What follows belongs to an exercise in optimizing a design on an open flow for small area, a short achievable clock period and few clock cycles; a production flow would make more cautious choices.
Only simulation tests tie the RTL to the original design; equivalence was not proved.
No activity file was given, so power comes from the tool's default toggle rates.

==> config.mk <==
export PLATFORM = sky130hd
export DESIGN_NAME = RNN
export DESIGN_NICKNAME = RNN
export VERILOG_FILES = /design/flow/design.v
export SDC_FILE = /design/flow/constraint.sdc
export NUM_CORES = 4
export LEC_CHECK = 0
export ABC_CLOCK_PERIOD_IN_PS = 2400
export CAP_MARGIN = 20
export CORE_MARGIN = 2
export CORE_UTILIZATION = 60
export CTS_BUF_LIST = sky130_fd_sc_hd__clkbuf_16
export CTS_CLUSTER_DIAMETER = 100
export CTS_CLUSTER_SIZE = 30
export PLACE_DENSITY = 0.75
export SETUP_SLACK_MARGIN = 2.7
export SLEW_MARGIN = 20
==> constraint.sdc <==
create_clock -name core_clock -period 5.0 [get_ports {clk}]
set_input_delay 1.0000 -clock core_clock [delete_from_list [all_inputs] [get_ports {clk}]]
set_output_delay 1.0000 -clock core_clock [all_outputs]
set_load 0.01 [all_outputs]
==> design.v <==
module RNN(clk,reset,busy,ready,i_en,idata,mdata_w,mce,mdata_r,maddr,msel);
input           clk, reset;
input           ready;
input    [31:0] idata;
input    [19:0] mdata_r;
output          busy;
output          i_en;
output          mce;
output   [16:0] maddr;
output   [19:0] mdata_w;
output    [2:0] msel;
localparam AW = 43;
localparam OP_NONE = 3'd0, OP_WS = 3'd1, OP_BIH = 3'd2, OP_BHH = 3'd3,
           OP_WIH = 3'd4, OP_WHH = 3'd5, OP_PAD = 3'd6, OP_T = 3'd7;
localparam ST_IDLE = 3'd0, ST_START = 3'd1, ST_RUN = 3'd2, ST_DRAIN = 3'd3,
           ST_DONE = 3'd4;
reg  [2:0]  st;
reg  [2:0]  opA;          
reg         lastA;        
reg  [4:0]  widxA;        
reg         busyA;
reg  [5:0]  ph;           
reg  [5:0]  j;            
reg  [5:0]  jb;           
reg  [5:0]  n;            
reg  [5:0]  kcnt;         
reg  [31:0] mask;         
reg  [10:0] tcnt, tlast;
reg         tpos;         
reg  [2:0]  op;           
reg         last_r;
reg         busy_r, ien_r, mce_r, wr_r;
reg  [2:0]  msel_r;
reg  [16:0] maddr_r;
reg  [17:0] wd;
reg  [3:0]  pcnt;
reg  [5:0]  pop;
reg         pvalid;       
reg         tlq;          
reg  [3:0]  xg;           
wire [2:0]  xg_n = xg[0] + xg[1] + xg[2] + xg[3];
reg  [5:0]  cand;         
reg  [5:0]  wcnt;         
reg         candeq;       
reg  [5:0]  dk;           
reg         whhA;         
reg         n63;          
reg         slotA;        
reg  [17:0] H;
reg  [5:0]  jH;
reg         hv, hnew;
wire [17:0] hres;
reg l1, l2, la, lf1;
reg f1, f2;
wire [5:0] ph1 = ph + 6'd1;
wire wpend  = lf1 | (hv & ~wr_r);
wire [5:0] wj  = lf1 ? ph1 : jH;
wire inflight = last_r | l1 | l2 | la | lf1;
reg  [4:0] ctz;
integer b;
always @* begin
    ctz = 5'd0;
    for (b = 31; b >= 0; b = b - 1)
        if (mask[b]) ctz = b;
end
wire [31:0] mask_nx = mask & (mask - 32'd1);
reg  [2:0]  n_st, n_op;
reg         n_last, n_busy, n_tpos;
reg  [4:0]  n_widx;
reg  [5:0]  n_j, n_jb, n_n, n_k, n_wcnt;
reg  [31:0] n_mask;
reg  [10:0] n_tcnt;
always @* begin
    n_st = st; n_op = OP_NONE; n_last = 1'b0; n_busy = busyA; n_tpos = tpos;
    n_widx = widxA; n_j = j; n_jb = jb; n_n = n; n_k = kcnt;
    n_mask = mask; n_tcnt = tcnt; n_wcnt = wcnt;
    if (opA == OP_WS) begin
        n_mask = idata; n_wcnt = pop;
    end
    case (st)
    ST_IDLE: begin
        n_op = OP_T;
        if (ready) begin
            n_busy = 1'b1; n_st = ST_START; n_op = OP_NONE;
        end
    end
    ST_START: begin
        if (pvalid && !ien_r) begin
            n_st = ST_RUN; n_op = OP_WS; n_j = cand; n_jb = cand; n_n = 6'd0;
        end
    end
    ST_RUN: begin
        if (lastA || opA == OP_PAD) begin
            if (opA != OP_PAD && n63) begin
                n_st = ST_DRAIN; n_op = OP_PAD;
            end else if (opA != OP_PAD && candeq) begin
                n_op = OP_PAD;
            end else begin
                n_op = OP_WS; n_j = cand; n_n = n + 6'd1;
                if (opA == OP_PAD) n_jb = cand;
            end
        end else begin
            case (opA)
            OP_WS: n_op = OP_BIH;
            OP_BIH: begin
                n_op = OP_BHH; n_last = ~tpos & (pop == 6'd0);
            end
            default: begin  
                if (wcnt != 6'd0) begin
                    n_op = OP_WIH; n_widx = ctz; n_wcnt = wcnt - 6'd1;
                    n_mask = mask_nx; n_last = ~tpos & (wcnt == 6'd1);
                end else begin
                    n_op = OP_WHH;
                    n_k = (opA == OP_WHH) ? kcnt + 6'd1 : 6'd0;
                    n_last = (opA == OP_WHH) && (kcnt == 6'd62);
                end
            end
            endcase
        end
    end
    ST_DRAIN: begin
        n_op = OP_PAD;
        if (!inflight && pvalid) begin
            if (tlq) begin
                n_st = ST_DONE; n_op = OP_NONE; n_busy = 1'b0;
            end else begin
                n_st = ST_RUN; n_tcnt = tcnt + 11'd1; n_tpos = 1'b1;
                n_op = OP_WS; n_j = cand; n_jb = cand; n_n = 6'd0;
            end
        end
    end
    default: begin  
        n_busy = 1'b0;
    end
    endcase
end
wire wr_next = slotA & wpend;
reg  [2:0]  p_msel;
reg  [16:0] p_maddr;
reg         p_mce;
always @* begin
    p_mce = 1'b1; p_msel = 3'b110; p_maddr = {11'd0, j};
    case (opA)
    OP_BIH: p_msel = 3'b001;
    OP_BHH: p_msel = 3'b011;
    OP_WIH: begin p_msel = 3'b000; p_maddr = {6'd0, j, widxA}; end
    OP_WHH: begin p_msel = 3'b010; p_maddr = {5'd0, j, ph1}; end
    OP_T:   p_msel = 3'b100;
    default: p_mce = 1'b0;
    endcase
    if (wr_next) begin
        p_mce = 1'b1; p_msel = 3'b101; p_maddr = {tcnt, wj};
    end
end
always @(posedge clk) begin
    ph <= ph1;
    pvalid <= ~ien_r & (pcnt >= 4'd9);
    tlq <= (tcnt == tlast);
    if (ien_r) pcnt <= 4'd0;
    else if (pcnt != 4'd15) pcnt <= pcnt + 4'd1;
    xg <= idata[4*pcnt[2:0] +: 4];
    if (pcnt == 4'd1) pop <= {3'd0, xg_n};
    else if (pcnt >= 4'd2 && pcnt <= 4'd8) pop <= pop + {3'd0, xg_n};
    cand <= ph + pop + 6'd10;
    dk <= jb - pop - 6'd10;
    candeq <= (ph == dk);
    whhA <= (n_op == OP_WHH);
    n63 <= (n_n == 6'd63);
    slotA <= (n_op == OP_WS) | (n_op == OP_PAD);
    if (st == ST_START && ien_r) tlast <= mdata_r[10:0] - 11'd1;
    st <= n_st; opA <= n_op; lastA <= n_last; widxA <= n_widx; busyA <= n_busy;
    tpos <= n_tpos; j <= n_j; jb <= n_jb; n <= n_n; kcnt <= n_k;
    mask <= n_mask; tcnt <= n_tcnt; wcnt <= n_wcnt;
    op <= opA; last_r <= lastA;
    mce_r <= p_mce; msel_r <= p_msel; maddr_r <= p_maddr; wr_r <= wr_next;
    wd <= wr_next ? (lf1 ? hres : H) : 18'd0;
    busy_r <= (st == ST_IDLE) ? ready : busyA;
    ien_r <= (st == ST_IDLE) ? ready : (opA == OP_WS && n63 && ~tlq);
    if (reset) begin
        ph <= 6'd0;
        st <= ST_IDLE; opA <= OP_T; slotA <= 1'b0; whhA <= 1'b0; lastA <= 1'b0; busyA <= 1'b0;
        tpos <= 1'b0; tcnt <= 11'd0;
        op <= OP_NONE; last_r <= 1'b0;
        mce_r <= 1'b1; msel_r <= 3'b100; wr_r <= 1'b0;
        busy_r <= 1'b0; ien_r <= 1'b0;
    end
end
reg  [18*64-1:0] ra, rb;
wire [17:0] hnext = tcnt[0] ? ra[35:18] : rb[35:18];
always @(posedge clk) begin
    ra <= {(hnew & ~tcnt[0]) ? H : ra[17:0], ra[18*64-1:18]};
    rb <= {(hnew &  tcnt[0]) ? H : rb[17:0], rb[18*64-1:18]};
end
wire [17:0] hval = whhA ? hnext : 18'h10000;
wire [18:0] hx = {hval, 1'b0};
reg  [26:0] bth_n;
integer d;
always @* begin
    for (d = 0; d < 9; d = d + 1) begin
        bth_n[3*d]   = hx[2*d+1] ^ hx[2*d];                                    
        bth_n[3*d+1] = hx[2*d+2] ? (~hx[2*d+1] & ~hx[2*d]) : (hx[2*d+1] & hx[2*d]);  
        bth_n[3*d+2] = hx[2*d+2];                                              
    end
end
reg [26:0] bth;
always @(posedge clk) bth <= bth_n;
wire [19:0] md = mdata_r;
wire [AW-1:0] pp [0:9];
genvar gi;
generate
for (gi = 0; gi < 9; gi = gi + 1) begin : G_PP
    wire one = bth[3*gi], two = bth[3*gi+1], ng = bth[3*gi+2];
    wire [20:0] sel = ({21{one}} & {md[19], md}) | ({21{two}} & {md, 1'b0});
    wire [20:0] v = sel ^ {21{ng}};
    wire [AW-1:0] row = {{(AW-21){1'b0}}, ~v[20], v[19:0]} << (2*gi);
    if (gi == 0) begin : G0
        assign pp[gi] = row;
    end else begin : GN
        assign pp[gi] = row | ({{(AW-1){1'b0}}, bth[3*(gi-1)+2]} << (2*gi-2));
    end
end
endgenerate
localparam [AW-1:0] CK = 43'h7eaaab00000;
assign pp[9] = CK | ({{(AW-1){1'b0}}, bth[26]} << 16);
wire [AW-1:0] a0 = ((pp[0])^(pp[1])^(pp[2])), a1 = ((((pp[0])&(pp[1]))|((pp[0])&(pp[2]))|((pp[1])&(pp[2]))) << 1);
wire [AW-1:0] a2 = ((pp[3])^(pp[4])^(pp[5])), a3 = ((((pp[3])&(pp[4]))|((pp[3])&(pp[5]))|((pp[4])&(pp[5]))) << 1);
wire [AW-1:0] a4 = ((pp[6])^(pp[7])^(pp[8])), a5 = ((((pp[6])&(pp[7]))|((pp[6])&(pp[8]))|((pp[7])&(pp[8]))) << 1);
wire [AW-1:0] a6 = pp[9];
wire [AW-1:0] b0 = ((a0)^(a1)^(a2)), b1 = ((((a0)&(a1))|((a0)&(a2))|((a1)&(a2))) << 1);
wire [AW-1:0] b2 = ((a3)^(a4)^(a5)), b3 = ((((a3)&(a4))|((a3)&(a5))|((a4)&(a5))) << 1);
wire [AW-1:0] b4 = a6;
reg [AW-1:0] q0, q1, q2, q3, q4;
always @(posedge clk) begin
    q0 <= b0; q1 <= b1; q2 <= b2; q3 <= b3; q4 <= b4;
    l1 <= last_r & ~reset; f1 <= (op == OP_BIH);
end
wire [AW-1:0] c0 = ((q0)^(q1)^(q2)), c1 = ((((q0)&(q1))|((q0)&(q2))|((q1)&(q2))) << 1);
wire [AW-1:0] c2 = q3, c3 = q4;
wire [AW-1:0] d0 = ((c0)^(c1)^(c2)), d1 = ((((c0)&(c1))|((c0)&(c2))|((c1)&(c2))) << 1);
wire [AW-1:0] d2 = c3;
wire [AW-1:0] e0 = ((d0)^(d1)^(d2)), e1 = ((((d0)&(d1))|((d0)&(d2))|((d1)&(d2))) << 1);
reg [AW-1:0] ps, pcy;
always @(posedge clk) begin
    ps <= e0; pcy <= e1;
    l2 <= l1 & ~reset; f2 <= f1;
end
reg  [AW-1:0] as, ac;
wire [AW-1:0] ai0 = f2 ? 43'h8000 : as;
wire [AW-1:0] ai1 = f2 ? 43'd0 : ac;
wire [AW-1:0] x0 = ((ai0)^(ai1)^(ps)), x1 = ((((ai0)&(ai1))|((ai0)&(ps))|((ai1)&(ps))) << 1);
wire [AW-1:0] y0 = ((x0)^(x1)^(pcy)), y1 = ((((x0)&(x1))|((x0)&(pcy))|((x1)&(pcy))) << 1);
always @(posedge clk) begin
    as <= y0; ac <= y1;
    la <= l2 & ~reset;
end
wire [22:0] lo  = as[21:0] + ac[21:0];
wire [21:0] hi0 = as[42:22] + ac[42:22];
wire [21:0] hi1 = {as[42:22], 1'b1} + {ac[42:22], 1'b1};
reg  [6:0]  lo_r;
reg  [20:0] h0, h1;
always @(posedge clk) begin
    lo_r <= lo[22:16];
    h0 <= hi0[20:0]; h1 <= hi1[21:1];
    lf1 <= la & ~reset;
end
wire [26:0] r  = {lo_r[6] ? h1 : h0, lo_r[5:0]};
wire sat_hi = ~r[26] & ((|r[25:17]) | (r[16] & (|r[15:0])));
wire sat_lo =  r[26] & ~(&r[25:16]);
assign hres = sat_hi ? 18'h10000 : sat_lo ? 18'h30000 : r[17:0];
always @(posedge clk) begin
    if (lf1) begin
        H <= hres;
        jH <= ph1;
    end
    hnew <= lf1 & ~reset;
    hv <= reset ? 1'b0 : lf1 ? 1'b1 : wr_r ? 1'b0 : hv;
end
assign busy = busy_r;
assign i_en = ien_r;
assign mce = mce_r;
assign msel = msel_r;
assign maddr = maddr_r;
assign mdata_w = {{2{wd[17]}}, wd};
endmodule
==> flow/run.sh <==
#!/bin/bash
# The standard layout, except that the input and output ports are
# buffered with plain buffers (buf_4) rather than the delay-cell buffers
# buffer_ports picks by default.  make's full output goes to standard_flow.log;
# each ORFS step keeps its own log under orfs/logs.
set -euo pipefail
bash standard.sh "BUFFER_PORTS_ARGS=-buffer_cell sky130_fd_sc_hd__buf_4" finish > standard_flow.log 2>&1
==> standard.sh <==
#!/bin/bash
# synth_recipe.tcl (not shown) runs the flow's synth.tcl, then flattens the netlist and writes it again
# the make line also repeats each setting of config.mk as NAME=value (left out here)
make -C /OpenROAD-flow-scripts/flow DESIGN_CONFIG=/design/flow/config.mk WORK_HOME=/design/flow/orfs CLKGATE_MAP_FILE= SYNTH_SCRIPT=/design/flow/synth_recipe.tcl "${@:-finish}"
==> results of run 1 <==
## routing by layer
metal	share of wire (%)	track usage, %
met4	2.1	5.60
met2	44	30.7
met1	49	29.8
met5	0	0
met3	4.8	3.63
## power breakdown
part	internal [uW]	leakage [uW]	switching (uW)
sequential	23700	0.0232	739
clock	4020	0.00147	6510
combinational	2290	0.00907	2920
## metrics by stage
step | hold WS (ns) | area, um2
2_1_floorplan | 0.310 | 76800
3_3_place_gp | 0.310 | 78400
3_5_place_dp | 0.312 | 78500
4_1_cts | 0.267 | 81900
5_1_grt | 0.288 | 82100
6_report | 0.289 | 82100
## area by class of cell
| class | count | area [um2] | area share [%] |
|---|---|---|---|
| clock buffer | 109 | 2730 | 3.32 |
| inverter | 341 | 1280 | 1.57 |
| antenna | 1 | 2.50 | 0.00305 |
| tap | 1650 | 2060 | 2.51 |
| clock inverter | 18 | 251 | 0.306 |
| sequential | 2858 | 57700 | 70.3 |
| multi-input combinational | 1836 | 16800 | 20.5 |
| timing repair buffer | 138 | 1200 | 1.46 |
## Yosys cell counts (27+ instances only)
library cell     n  area share [%]
mux2_2          30            0.45
o21ai_0        112            0.74
edfxtp_1        37             1.5
nor2_1         118            0.59
nand2_1        171            0.85
a21oi_1         84            0.56
ha_1           186             3.1
nor3_1          36            0.24
inv_1          340             1.7
clkbuf_1       149            0.74
dfxtp_1       2821              75
xor2_1         117             1.4
a22oi_1        179             1.8
nand3_1         27            0.18
fa_1           200             5.3
nand2b_1        90            0.74
xnor2_1        170             2.0
## cells by family after synthesis
group           Yosys count  share of synthesized area (%)
compound gates          523                           4.65
fa+ha+maj               386                           8.38
mux                      59                          0.963
flops                  2858                           76.2
buf+inv                 521                           2.60
xor+xnor                287                           3.33
simple gates            581                           3.90
## registers in the layout, summed over array words and instances, names as in the netlist, 25 cells and up
| signal | count |
|---|---|
| bth | 27 |
| rb | 1152 |
| q3 | 25 |
| ps | 38 |
| pcy | 33 |
| q0 | 31 |
| mask | 32 |
| ac | 41 |
| q2 | 29 |
| ra | 1152 |
| as | 43 |
## worst min-delay path by stage
stage	start	endpoint	slack, ns	cells after the start
CTS	rb[956]	rb[938]	0.27	0
detailed placement	f1	f2	0.31	0
floorplan	f1	f2	0.31	0
global placement	rb[509]	rb[491]	0.31	0
finish	rb[740]	rb[722]	0.29	0
global route	rb[326]	rb[308]	0.29	0
## critical path, cell delays in order, from the launching register on
cell and delay, ns:
dfxtp_2 0.34, fa_1 0.52, ha_4 0.19, ha_4 0.30, ha_4 0.20, a21o_1 0.17
a21oi_2 0.13, nor2_2 0.06, nand3_1 0.11, xor2_1 0.15, nor2_1 0.05
## cell usage in the layout, fill, tap and decap left out, drive strengths merged, types with 117 or more instances in the layout
cell,count
buf,138
nand2,171
fa,200
dfxtp,2821
nor2,118
xor2,117
inv,351
a22oi,179
xnor2,170
ha,186
## what timing repair did
action	4_1_cts	5_1_grt
setup buffers	10	7
endpoints found under the setup margin	254	101
pin swaps	10	9
resized for setup	116	44
==> impl_metrics.yaml, run 1 <==
clocking:
  ctsHtreeMaxLevel: 3
  numCtsBuffers: 107
  clock_path_buffers: 3
  cts_tree: "yes"
  cts_root_buffer: "clkbuf_16"
  clkTransAtPathRegs_ns: 0.12
  cts.sinks: 2858
  worstSkewPairLatency_ns: 0.77
  hold_buffers: 0
sta:
  worst-slew-pin-transition_ns: 0.753
  slew_viol_final: 0
  tns_ns: 0
  period_share_pct: 46.8
  setup_viol: 0
  rsz0062_at_grt: "yes"
  finalCriticalPeriod_ns: 2.34
  layout_setup_ws_ns: 2.66
  clock.fmax_mhz: 427
  skew_ns: 0.0544
  relSlewSlack_pct: 49.7
  hold_viol_final: 0
global_routing:
  grt_pass1_wl_um: 203000
  grt_use_total_pct: 20.2
  antenna_found_initial: 3
  grt_max_degree: 84
  overflow: 0
  grt_pass1_vias: 35451
setup_path:
  worstRegToRegCells: 10
  rr_endpoint: "pop[5]"
  crit_end: "pop[5]"
  critPathMaxFanout: 3
  cp.arrival_ns: 3.00
  startpoint: "xg[0]"
  start_kind: "flip-flop"
  critPathKind: "reg2reg"
  worstReg2RegStart: "xg[0]"
  ff2ff_setup_slack_ns: 2.66
  required_ns: 5.65
  cp-end-kind: "flip-flop"
synth:
  synthCells: 5215
  synth-main-ff-cell: "dfxtp_1"
  ys_seq_area_share_pct: 76.2
  async_flop_share_pct: 0
  synth_edf_count: 37
  avgSynthCellArea_um2: 14.5
  synth_fp_nets: 5656
  syn_area_um2: 75600
  ys_ff_latch: 2858
  ys_types: 77
  yosys_warnings: 1
worst_hold_path:
  hp-class: "reg2reg"
cells_and_area:
  nets: 5723
  area_delta_synth_final_pct: 8.60
  utilization_pct: 65.5
  layout.cells.non_filler: 6951
  drive_above_1_share_pct: 9.96
  fillCellCount: 8514
route:
  drtIter0Drc: 2481
  viasPerCell: 4.95
  wire_per_inst_um: 18.5
  vias: 34373
  ant_nets: 0
  drc: 0
  firstDrtPassIters: 5
  drt-total-wl_um: 129000
place:
  place_congestion: 0.845
  numPortBuffers: 97
  dp_hpwl_um: 79700
  placedCellCount: 6806
  post-place-ws_ns: 2.08
die:
  core_area_um2: 125000
  dieArea_um2: 129000
  rows: 130
  die_h_um: 359
  initial_core_util_pct: 60.4
  io-pin-count: 98
  die_w_um: 359
pwr:
  power_density_nw_per_um2: 490
  vdd_drop_max_mv: 0.392
  p_total_uw: 40200
  leakagePower_uw: 0.0337
run:
  cap_violations: 0
status:
  status: "complete, no violations"
Testbench counts, summed over its fixed seeds: cycles 425,028.
==> run 2: changes to the inputs <==
--- a/config.mk
+++ b/config.mk
@@ -7,3 +7,3 @@
 export LEC_CHECK = 0
-export ABC_CLOCK_PERIOD_IN_PS = 2400
+export ABC_CLOCK_PERIOD_IN_PS = 2300
 export CAP_MARGIN = 20
@@ -15,3 +15,3 @@
 export PLACE_DENSITY = 0.75
-export SETUP_SLACK_MARGIN = 2.7
+export SETUP_SLACK_MARGIN = 2.8
 export SLEW_MARGIN = 20
==> impl_metrics.yaml, run 2 <==
setup_path:
  cp-end-kind: "output port"
  start_kind: "flip-flop"
  required_ns: 4.00
  crit_slowest_cell: "dfxtp_4"
  cp.arrival_ns: 1.33
  crit_path_cell_trace: "buf_6"
  cp_num_buf_inv: 1
  critPathMaxFanout: 1
  critPathKind: "reg2out"
  critical-path-max-stage-delay_ns: 0.44
  cpLargestDelayFamily: "flip-flops"
global_routing:
  grt_pass1_wl_um: 199000
  antenna_found_initial: 9
  grt_use_total_pct: 19.8
  grt_pass1_vias: 34934
  overflow: 0
  grt_max_degree: 84
route:
  drt-total-wl_um: 130000
  ant_nets: 0
  vias: 34648
  viasPerCell: 4.96
  firstDrtPassIters: 5
  drc: 0
  drtIter0Drc: 2455
  wire_per_inst_um: 18.6
synth:
  avgSynthCellArea_um2: 14.5
  ys_seq_area_share_pct: 76.2
  ys_types: 77
  synthTopCellsByCount: "dfxtp_1 (2821), inv_1 (340), fa_1 (200), ha_1 (186), a22oi_1 (179)"
  synth-compound-area-share_pct: 4.65
  synth_top_area_share_pct: 74.7
  synth_fp_nets: 5656
  synthCells: 5215
  ys_top_cells_by_area: "dfxtp_1 (75%), fa_1 (5.3%), ha_1 (3.1%)"
  async_flop_share_pct: 0
  yosys_warnings: 1
  yosys.area.top_type: "dfxtp_1"
  synth_xor_area_share_pct: 3.33
  synthAdderAreaFrac_pct: 8.38
  synth_top_family_by_area: "adder cells"
  synth-main-ff-cell: "dfxtp_1"
  yosys.area_share.simple_pct: 3.90
  synthMuxAreaShare_pct: 0.963
  yosysMostFrequentCell: "dfxtp_1"
  ys_ff_latch: 2858
  syn_area_um2: 75600
  synth_edf_count: 37
place:
  placedCellCount: 6804
  placed_cell_area_um2: 78500
  post-place-ws_ns: 2.03
  place_congestion: 0.861
  dp_hpwl_um: 80900
  numPortBuffers: 97
die:
  io-pin-count: 98
  dieArea_um2: 129000
  core_area_um2: 125000
  die_h_um: 359
  initial_core_util_pct: 60.4
  die_w_um: 359
  rows: 130
sta:
  hold_viol_final: 0
  setup_viol: 0
  layout_setup_ws_ns: 2.67
  rsz0062_at_grt: "yes"
  relSlewSlack_pct: 36.9
  worst-slew-pin-transition_ns: 0.942
  skew_ns: 0.0450
  tns_ns: 0
  period_share_pct: 46.5
  slew_viol_final: 0
  clock.fmax_mhz: 430
  finalCriticalPeriod_ns: 2.33
cells_and_area:
  final_common_cell: "dfxtp_1"
  drive_above_1_share_pct: 11.5
  postLayoutCellArea_um2: 82900
  top_regs: "ra (1152), rb (1152), as (43)"
  layout.cells.non_filler: 6980
  nets: 5751
  layout_common_cells: "dfxtp_1 (2749), inv_1 (345), xnor2_1 (170), fa_1 (170), ha_1 (168)"
  area_delta_synth_final_pct: 9.61
clocking:
  clock_path_buffers: 3
  numCtsBuffers: 106
  cts.sinks: 2858
  ctsHtreeMaxLevel: 3
  clkTransAtPathRegs_ns: 0.11
  worstSkewPairLatency_ns: 0.78
  cts_tree: "yes"
  hold_buffers: 0
  cts_root_buffer: "clkbuf_16"
status:
  status: "complete, no violations"
run:
  cap_violations: 0
pwr:
  vdd_drop_max_mv: 0.315
  p_total_uw: 40300
  power_density_nw_per_um2: 487
  leakagePower_uw: 0.0339
worst_hold_path:
  hp-class: "reg2reg"
-- run 2: cell counts after synthesis --
Identical to the previous run, type by type.
-- run 2: path summary, 6_finish.rpt --
kind / cells after the start / to / from / slack, ns
max: 1 / maddr[8] / maddr_r[8] / 2.67
min: 0 / ra[1087] / ra[1105] / 0.30
max reg2reg: 10 / pop[5] / xg[0] / 2.72
min reg2reg: 0 / ra[1087] / ra[1105] / 0.30
-- run 2: power by group --
group	internal, uW	switching, uW
combinational	2380	2980
sequential	23700	785
clock	3950	6460
total	30100	10200
-- run 2: routing by layer --
metal / vias to the layer above / routed length (um) / track usage [%]
met5: - / 46 / 0
met4: 8 / 3580 / 5.98
met3: 209 / 7230 / 3.82
met2: 804 / 55800 / 29.3
met1: 16828 / 63200 / 29.7
li1: 16799 / - / -
-- run 2: logic make-up (layout without fill, tap and decap cells) --
logic type / Yosys count / in the layout
other: 0 / 3
AND/OR/NAND/NOR: 581 / 583
XOR/XNOR: 287 / 287
AO/OA/AOI/OAI: 523 / 523
buffers and inverters: 521 / 631
flip-flops: 2858 / 2858
multiplexers: 59 / 59
adder cells (fa/ha/maj): 386 / 386
-- run 2: layout make-up --
class,instances,area [um2]
clock buffers,107,2680
fillers,8597,42400
flip-flops and latches,2858,57800
repair inverters,1,7.51
repair buffers,164,1630
clock inverters,18,256
diodes,3,7.51
inverters,341,1290
well taps,1650,2060
multi-input cells,1838,17100
-- run 2: repair_timing --
action,4_1_cts,5_1_grt
setup endpoints to repair,267,176
resized for setup,197,88
pin swaps,9,26
cloned,2,3
setup buffers,15,28
endpoints found under the hold margin,0,0
-- run 2: per-stage QoR --
stage               hold slack (ns)  util, %
floorplan                     0.310        -
global placement              0.310     62.7
detailed placement            0.312     62.7
CTS                           0.291     65.6
global route                  0.294     66.2
finish                        0.301     66.2
==> run 3: changes to the inputs <==
--- a/design.v
+++ b/design.v
@@ -39,4 +39,4 @@
 reg         tlq;          
-reg  [3:0]  xg;           
-wire [2:0]  xg_n = xg[0] + xg[1] + xg[2] + xg[3];
+wire [3:0]  xg = idata[4*pcnt[2:0] +: 4];
+reg  [2:0]  xg_n;         
 reg  [5:0]  cand;         
@@ -160,3 +160,3 @@
     else if (pcnt != 4'd15) pcnt <= pcnt + 4'd1;
-    xg <= idata[4*pcnt[2:0] +: 4];
+    xg_n <= {2'd0, xg[0]} + {2'd0, xg[1]} + {2'd0, xg[2]} + {2'd0, xg[3]};
     if (pcnt == 4'd1) pop <= {3'd0, xg_n};
==> impl_metrics.yaml, run 3 <==
die:
  io-pin-count: 98
  rows: 130
  die_w_um: 360
  core_area_um2: 126000
  die_h_um: 360
  initial_core_util_pct: 60.5
  dieArea_um2: 129000
run:
  cap_violations: 0
clocking:
  ctsHtreeMaxLevel: 3
  cts.sinks: 2857
  numCtsBuffers: 106
  cts_root_buffer: "clkbuf_16"
  clock_path_buffers: 3
  worstSkewPairLatency_ns: 0.77
  hold_buffers: 0
  cts_tree: "yes"
  clkTransAtPathRegs_ns: 0.10
synth:
  ys_types: 82
  synthAdderAreaFrac_pct: 8.33
  synthMuxAreaShare_pct: 1.42
  synth_fp_nets: 5672
  yosysMostFrequentCell: "dfxtp_1"
  synth-compound-area-share_pct: 4.44
  synth_edf_count: 37
  async_flop_share_pct: 0
  yosys.area.top_type: "dfxtp_1"
  yosys_warnings: 1
  synth_xor_area_share_pct: 3.33
  synth_top_area_share_pct: 74.3
  synthCells: 5231
  yosys.area_share.simple_pct: 4.13
  ys_ff_latch: 2857
  synth-main-ff-cell: "dfxtp_1"
  avgSynthCellArea_um2: 14.5
  syn_area_um2: 76000
  synthTopCellsByCount: "dfxtp_1 (2820), inv_1 (323), fa_1 (200), ha_1 (186), a22oi_1 (180)"
  synth_top_family_by_area: "adder cells"
  ys_seq_area_share_pct: 75.8
  ys_top_cells_by_area: "dfxtp_1 (74%), fa_1 (5.3%), ha_1 (3.1%)"
cells_and_area:
  top_regs: "ra (1152), rb (1152), as (43)"
  area_delta_synth_final_pct: 8.71
  nets: 5752
  drive_above_1_share_pct: 11.2
  postLayoutCellArea_um2: 82600
  layout_common_cells: "dfxtp_1 (2752), inv_1 (327), fa_1 (176), ha_1 (174), xnor2_1 (170)"
  layout.cells.non_filler: 6980
  utilization_pct: 65.8
  final_common_cell: "dfxtp_1"
sta:
  clock.fmax_mhz: 434
  relSlewSlack_pct: 26.2
  slew_viol_final: 0
  rsz0062_at_grt: "yes"
  hold_viol_final: 0
  tns_ns: 0
  setup_viol: 0
  period_share_pct: 46.1
  worst-slew-pin-transition_ns: 1.10
  skew_ns: 0.0447
  finalCriticalPeriod_ns: 2.30
place:
  placedCellCount: 6822
  placed_cell_area_um2: 78700
  dp_hpwl_um: 78600
  numPortBuffers: 97
  place_congestion: 0.838
global_routing:
  grt_max_degree: 84
  grt_pass1_wl_um: 197000
  antenna_found_initial: 12
  overflow: 0
  grt_pass1_vias: 34955
  grt_use_total_pct: 19.4
setup_path:
  cpLargestDelayFamily: "flip-flops"
  critical-path-max-stage-delay_ns: 0.42
  start_kind: "flip-flop"
  cp-end-kind: "output port"
  cp.arrival_ns: 1.30
  crit_slowest_cell: "dfxtp_4"
  crit_path_cell_trace: "buf_6"
  required_ns: 4.00
  critPathKind: "reg2out"
  ff2ff_setup_slack_ns: 2.80
  critPathMaxFanout: 1
  cp_num_buf_inv: 1
status:
  status: "complete, no violations"
pwr:
  power_density_nw_per_um2: 490
  p_total_uw: 40500
  leakagePower_uw: 0.0339
  vdd_drop_max_mv: 0.318
route:
  drt-total-wl_um: 125000
  drc: 0
  drtIter0Drc: 2324
  viasPerCell: 4.92
  wire_per_inst_um: 17.9
  vias: 34374
  ant_nets: 0
  firstDrtPassIters: 5
worst_hold_path:
  hp-class: "reg2reg"
run 3: routing by layer:
metal | GRT usage, % | wire (um)
met1 | 29.6 | 62600
met5 | 0 | 0
met2 | 28.8 | 53500
met3 | 2.97 | 6170
met4 | 5.63 | 2850
run 3: final cells by class:
type | instances | area, um2
antenna | 2 | 5.00
clock buffer | 106 | 2650
clock inverter | 19 | 244
fill | 8712 | 43000
inverter | 324 | 1220
multi-input combinational | 1870 | 17200
sequential | 2857 | 57700
tap | 1650 | 2060
timing repair buffer | 152 | 1440
run 3: worst paths after layout:
kind,from,to,cells past startpoint
max,wd[1],mdata_w[1],1
min,rb[1147],rb[1129],0
max reg2reg,pcnt[0],xg_n[1],6
min reg2reg,rb[1147],rb[1129],0
run 3: per-stage QoR:
| stage | hold WS (ns) | setup slack, ns |
|---|---|---|
| final | 0.305 | 2.70 |
| after floorplan | 0.310 | 2.31 |
| after detailed placement | 0.312 | 1.95 |
| after global placement | 0.310 | 1.98 |
| after global routing | 0.309 | 2.64 |
| after CTS | 0.294 | 2.63 |
run 3: what timing repair did:
action	in CTS	in global routing
setup endpoints to repair	291	174
setup buffers	18	12
endpoints found under the hold margin	0	0
resized for setup	172	70
pin swaps	5	11
gates cloned	1	0
run 3: cells by family after synthesis:
group | Yosys count
DFF | 2857
adders and majority gates | 386
xor gates and xnor gates | 289
muxes | 91
and+or+nand+nor | 607
buffers and inverters | 504
AOI/OAI and AO/OA | 497
run 3: report_power, final:
group,total (uW),internal [uW],switching [uW],leakage (uW)
Sequential,24600,23800,819,0.0232
Combinational,5510,2400,3110,0.00928
Clock,10300,3950,6400,0.00144
Total,40500,30200,10300,0.0339
Testbench counts of run 3, summed over its fixed seeds: cycles 425,028.
==> run 4: changes to the inputs <==
--- a/config.mk
+++ b/config.mk
@@ -7,3 +7,3 @@
 export LEC_CHECK = 0
-export ABC_CLOCK_PERIOD_IN_PS = 2300
+export ABC_CLOCK_PERIOD_IN_PS = 2400
 export CAP_MARGIN = 20
@@ -15,3 +15,3 @@
 export PLACE_DENSITY = 0.75
-export SETUP_SLACK_MARGIN = 2.8
+export SETUP_SLACK_MARGIN = 2.7
 export SLEW_MARGIN = 20
==> impl_metrics.yaml, run 4 <==
place:
  place_congestion: 0.834
  dp_hpwl_um: 80300
  numPortBuffers: 97
  post-place-ws_ns: 2.10
setup_path:
  required_ns: 4.00
  cpLargestDelayFamily: "flip-flops"
  critical-path-max-stage-delay_ns: 0.43
  critPathMaxFanout: 1
  cp.arrival_ns: 1.32
  cp_num_buf_inv: 1
  critPathKind: "reg2out"
  start_kind: "flip-flop"
  crit_slowest_cell: "dfxtp_4"
  crit_path_cell_trace: "buf_6"
  cp-end-kind: "output port"
pwr:
  swShare_pct: 25.5
  vdd_drop_max_mv: 0.341
  p_clk_share_pct: 26.0
  power_density_nw_per_um2: 491
  leakagePower_uw: 0.0338
  pwr-share-seq_pct: 61.0
  power.switching_uw: 10300
  internal-power_uw: 30100
  p_comb_share_pct: 13.0
  p_total_uw: 40400
clocking:
  hold_buffers: 0
  ctsHtreeMaxLevel: 3
  numCtsBuffers: 107
  clock_path_buffers: 3
  cts_tree: "yes"
  clkTransAtPathRegs_ns: 0.11
  worstSkewPairLatency_ns: 0.76
  cts.sinks: 2857
  cts_root_buffer: "clkbuf_16"
synth:
  async_flop_share_pct: 0
  synth_top_area_share_pct: 74.3
  synth-main-ff-cell: "dfxtp_1"
  avgSynthCellArea_um2: 14.5
  synth_fp_nets: 5672
  synthTopCellsByCount: "dfxtp_1 (2820), inv_1 (323), fa_1 (200), ha_1 (186), a22oi_1 (180)"
  ys_top_cells_by_area: "dfxtp_1 (74%), fa_1 (5.3%), ha_1 (3.1%)"
  synth_edf_count: 37
  ys_types: 82
  syn_area_um2: 76000
  yosysMostFrequentCell: "dfxtp_1"
  ys_ff_latch: 2857
  synthCells: 5231
  yosys.area.top_type: "dfxtp_1"
  yosys_warnings: 1
  ys_seq_area_share_pct: 75.8
global_routing:
  grt_max_degree: 84
  overflow: 0
  grt_pass1_vias: 35099
  grt_use_total_pct: 19.4
  antenna_found_initial: 10
  grt_pass1_wl_um: 197000
die:
  initial_core_util_pct: 60.5
  die_w_um: 360
  rows: 130
  dieArea_um2: 129000
  die_h_um: 360
  io-pin-count: 98
  core_area_um2: 126000
sta:
  worst-slew-pin-transition_ns: 1.03
  layout_setup_ws_ns: 2.68
  finalCriticalPeriod_ns: 2.32
  setup_viol: 0
  relSlewSlack_pct: 31.2
  slew_viol_final: 0
  clock.fmax_mhz: 432
  period_share_pct: 46.3
  hold_viol_final: 0
  tns_ns: 0
  rsz0062_at_grt: "yes"
  skew_ns: 0.0529
cells_and_area:
  drive_above_1_share_pct: 10.1
  layout_common_cells: "dfxtp_1 (2768), inv_1 (328), ha_1 (181), fa_1 (176), xnor2_1 (170)"
  utilization_pct: 65.5
  nets: 5733
  area_delta_synth_final_pct: 8.27
  multi_input_area_um2: 17100
  fillCellCount: 8819
  final_common_cell: "dfxtp_1"
  seq_area_um2: 57700
  top_regs: "ra (1152), rb (1152), as (43)"
route:
  viasPerCell: 4.93
  vias: 34327
  firstDrtPassIters: 6
  drtIter0Drc: 2247
  drt-total-wl_um: 125000
  drc: 0
  ant_nets: 0
  wire_per_inst_um: 18.0
run:
  cap_violations: 0
status:
  status: "complete, no violations"
worst_hold_path:
  hp-class: "reg2reg"
-- run 4: changes by cell type in the layout (fill, tap and decap cells not counted), sizes merged --
cell / change
buf: -20
inv: +3
clkbuf: +2
clkinv: -2
bufbuf: -1
bufinv: +1
-- run 4: worst reg2reg max path, stage by stage, from the launching register on --
cell and delay (ns):
dfxtp_1 0.33, ha_1 0.53, a21oi_1 0.11, o21ai_0 0.39
o21ai_0 0.24, o211ai_1 0.29, o22ai_1 0.15, xnor2_1 0.14
-- run 4: metrics by stage --
| step | cell area (um2) | hold WS, ns | std cells |
|---|---|---|---|
| finish | 82200 | 0.298 | 6963 |
| global route | 82200 | 0.300 | 6962 |
| CTS | 82100 | 0.291 | 6956 |
| detailed placement | 78700 | 0.312 | 6816 |
| global placement | 78600 | 0.310 | 6815 |
| floorplan | 77000 | 0.310 | 5231 |
-- run 4: path summary, 6_finish.rpt --
| check | slack [ns] | cells after the start | to | startpoint |
|---|---|---|---|---|
| worst max-delay path | 2.68 | 1 | maddr[1] | maddr_r[1] |
| worst min-delay path | 0.30 | 0 | ra[21] | ra[39] |
| worst max register to register | 2.76 | 7 | h0[20] | as[31] |
| worst min register to register | 0.30 | 0 | ra[21] | ra[39] |
-- run 4: cell type report --
type | count | area share, %
inverter | 324 | 1.49
multi-input combinational | 1870 | 20.8
antenna | 2 | 0.00609
tap | 1650 | 2.51
timing repair buffer | 132 | 1.43
clock buffer | 107 | 3.26
sequential | 2857 | 70.2
clock inverter | 21 | 0.376
-- run 4: cell families after synthesis --
group / after synthesis / share of synthesized area [%]
compound gates: 497 / 4.44
xor+xnor: 289 / 3.33
fa+ha+maj: 386 / 8.33
buf+inv: 504 / 2.55
flops: 2857 / 75.8
mux: 91 / 1.42
simple gates: 607 / 4.13
-- run 4: routing by layer --
metal / GRT usage (%) / vias to the layer above / routed length, um
li1: - / 16818 / -
met4: 4.95 / 4 / 2750
met3: 4.43 / 193 / 7460
met5: 0 / - / 19
met2: 29.0 / 740 / 53400
met1: 28.7 / 16572 / 61600
-- run 4: power groups by stage --
stage | clock network, uW | logic, uW | registers [uW]
5_1_grt | 11600 | 5960 | 24700
3_5_place_dp | 0 | 5050 | 25100
4_1_cts | 10800 | 5190 | 24600
2_1_floorplan | 0 | 3960 | 24800
3_3_place_gp | 0 | 4910 | 25100
6_report | 10500 | 5260 | 24600
-- run 4: what timing repair did --
action,in CTS,in global routing
pin swaps,1,3
buffers inserted,12,4
endpoints found under the setup margin,239,116
endpoints found under the hold margin,0,0
resized for setup,118,31
cloned,0,1
==> run 5: changes to the inputs <==
==> flow/run.sh (replaced) <==
#!/bin/bash
# The standard layout, except that the input and output ports are
# buffered with plain buffers (buf_2) rather than the delay-cell buffers
# buffer_ports picks by default.  make's full output goes to standard_flow.log;
# each ORFS step keeps its own log under orfs/logs.
set -euo pipefail
bash standard.sh "BUFFER_PORTS_ARGS=-buffer_cell sky130_fd_sc_hd__buf_2" finish > standard_flow.log 2>&1
--- a/config.mk
+++ b/config.mk
@@ -7,3 +7,3 @@
 export LEC_CHECK = 0
-export ABC_CLOCK_PERIOD_IN_PS = 2400
+export ABC_CLOCK_PERIOD_IN_PS = 2300
 export CAP_MARGIN = 20
@@ -15,3 +15,3 @@
 export PLACE_DENSITY = 0.75
-export SETUP_SLACK_MARGIN = 2.7
+export SETUP_SLACK_MARGIN = 2.8
 export SLEW_MARGIN = 20
==> impl_metrics.yaml, run 5 <==
status:
  status: "complete, no violations"
route:
  ant_nets: 0
  drt-total-wl_um: 127000
  vias: 34538
  firstDrtPassIters: 8
  wire_per_inst_um: 18.2
  drc: 0
  drtIter0Drc: 2573
  viasPerCell: 4.94
place:
  dp_hpwl_um: 78200
  numPortBuffers: 97
  placedCellCount: 6820
  placed_cell_area_um2: 78500
  place_congestion: 0.826
sta:
  rsz0062_at_grt: "yes"
  clock.fmax_mhz: 438
  worst-slew-pin-transition_ns: 1.01
  relSlewSlack_pct: 32.1
  hold_viol_final: 0
  tns_ns: 0
  setup_viol: 0
  finalCriticalPeriod_ns: 2.28
  skew_ns: 0.0603
  period_share_pct: 45.7
  slew_viol_final: 0
global_routing:
  overflow: 0
  grt_pass1_wl_um: 200000
  grt_max_degree: 84
  grt_pass1_vias: 35313
  grt_use_total_pct: 19.6
  antenna_found_initial: 9
synth:
  syn_area_um2: 76000
  ys_top_cells_by_area: "dfxtp_1 (74%), fa_1 (5.3%), ha_1 (3.1%)"
  yosys_warnings: 1
  synthCells: 5231
  synth_top_area_share_pct: 74.3
  avgSynthCellArea_um2: 14.5
  yosysMostFrequentCell: "dfxtp_1"
  yosys.area.top_type: "dfxtp_1"
  async_flop_share_pct: 0
  synthTopCellsByCount: "dfxtp_1 (2820), inv_1 (323), fa_1 (200), ha_1 (186), a22oi_1 (180)"
  synth-main-ff-cell: "dfxtp_1"
  ys_types: 82
  ys_ff_latch: 2857
  ys_seq_area_share_pct: 75.8
  synth_edf_count: 37
  synth_fp_nets: 5672
cells_and_area:
  layout_common_cells: "dfxtp_1 (2762), inv_1 (329), ha_1 (176), fa_1 (175), xnor2_1 (169)"
  top_regs: "ra (1152), rb (1152), as (43)"
  final_common_cell: "dfxtp_1"
  drive_above_1_share_pct: 11.2
  nets: 5757
  layout.cells.non_filler: 6989
  utilization_pct: 65.8
  postLayoutCellArea_um2: 82700
  area_delta_synth_final_pct: 8.86
pwr:
  p_total_uw: 40700
  leakagePower_uw: 0.0339
  vdd_drop_max_mv: 0.379
  power_density_nw_per_um2: 492
clocking:
  cts.sinks: 2857
  numCtsBuffers: 107
  cts_root_buffer: "clkbuf_16"
  clkTransAtPathRegs_ns: 0.12
  worstSkewPairLatency_ns: 0.79
  clock_path_buffers: 3
  ctsHtreeMaxLevel: 3
  cts_tree: "yes"
setup_path:
  critPathKind: "reg2out"
  cpLargestDelayFamily: "flip-flops"
  cp.arrival_ns: 1.28
  required_ns: 4.00
  crit_slowest_cell: "dfxtp_2"
  critical-path-max-stage-delay_ns: 0.38
  crit_path_cell_trace: "buf_6"
  start_kind: "flip-flop"
  cp-end-kind: "output port"
  cp_num_buf_inv: 1
  critPathMaxFanout: 1
die:
  core_area_um2: 126000
  rows: 130
  initial_core_util_pct: 60.5
  die_h_um: 360
  dieArea_um2: 129000
  io-pin-count: 98
  die_w_um: 360
worst_hold_path:
  hp-class: "reg2reg"
run:
  cap_violations: 0
run 5: power by group:
part	total [uW]	internal, uW	switching, uW
combinational	5560	2410	3150
sequential	24600	23800	771
clock	10500	4000	6530
total	40700	30200	10500
run 5: layout make-up:
type                    count  area [um2]
multi-input cells        1870       17300
inverters                 324        1220
well taps                1650        2060
repair buffers            156        1390
fillers                  8773       42900
clock buffers             108        2700
clock inverters            21         290
flip-flops and latches   2857       57700
diodes                      3        7.51
run 5: worst paths after layout:
path / from / endpoint / slack, ns / cells past startpoint
worst max-delay path: msel_r[1] / msel[1] / 2.72 / 1
worst min-delay path: rb[65] / rb[47] / 0.28 / 0
worst max register to register: pcnt[0] / xg_n[1] / 2.78 / 7
worst min register to register: rb[65] / rb[47] / 0.28 / 0
run 5: metal layers:
layer | global-route usage, % | routed length, um
met5 | 0 | 0
met4 | 5.30 | 3130
met2 | 29.4 | 54000
met3 | 3.16 | 6070
met1 | 29.7 | 64000
run 5: kinds of logic (layout without fill, tap and decap cells):
logic type,count (synthesis),after routing,share of synthesized area (%)
and+or+nand+nor,607,607,4.13
xor gates and xnor gates,289,289,3.33
other,0,3,0
AOI/OAI and AO/OA,497,497,4.44
DFF,2857,2857,75.8
adders and majority gates,386,386,8.33
buffers and inverters,504,609,2.55
muxes,91,91,1.42
run 5: worst reg2reg max path, delay by kind of cell (launching register included):
kind | cells | cell delay, ns
DFF | 1 | 0.38
muxes | 2 | 0.72
buffers and inverters | 2 | 0.21
adders and majority gates | 3 | 0.84
run 5: through the flow:
step	setup slack (ns)	hold slack [ns]
after detailed placement	1.89	0.312
after CTS	2.63	0.279
final	2.72	0.284
after global placement	1.90	0.310
after floorplan	2.31	0.310
after global routing	2.65	0.288
run 5: what timing repair did:
item,CTS,global route
gates cloned,2,0
hold buffers,0,0
hold endpoints to repair,0,0
buffers inserted,17,18
gates resized for setup,166,92
pin swaps,10,9
setup endpoints to repair,288,200

-- port drivers added, routing unchanged --
Ports are ideal in the flow. The routed layouts listed here were re-timed in OpenROAD. Step 1 assumes that a clkbuf_16 drives the clock port and a buf_2 every other input. Step 2 also shifts input and output timing later by t, the mid clock arrival at the registers, as if the neighbouring blocks saw the same clock. a / b / c = ideal / step 1 / step 2; a / b = the first two.
run	t, ns	setup slack, ns	clock arrival spread, ns	worst register clock-pin slew, ns	worst data-port slew with drivers (ns)
run 1	0.819	2.659 / 2.625 / 2.042	0.072 / 0.071	0.12 / 0.12	0.09
run 2	0.829	2.673 / 2.598 / 2.093	0.045 / 0.046	0.12 / 0.12	0.08
run 3	0.818	2.697 / 2.623 / 2.106	0.049 / 0.048	0.12 / 0.12	0.11
run 4	0.812	2.684 / 2.611 / 2.097	0.059 / 0.060	0.11 / 0.11	0.08
run 5	0.832	2.716 / 2.645 / 1.978	0.064 / 0.065	0.12 / 0.12	0.11
After both steps every run listed still meets setup and hold. For run 5, which loses most, drivers alone change the setup slack by -0.071 ns; drivers and shift together by -0.738 ns.
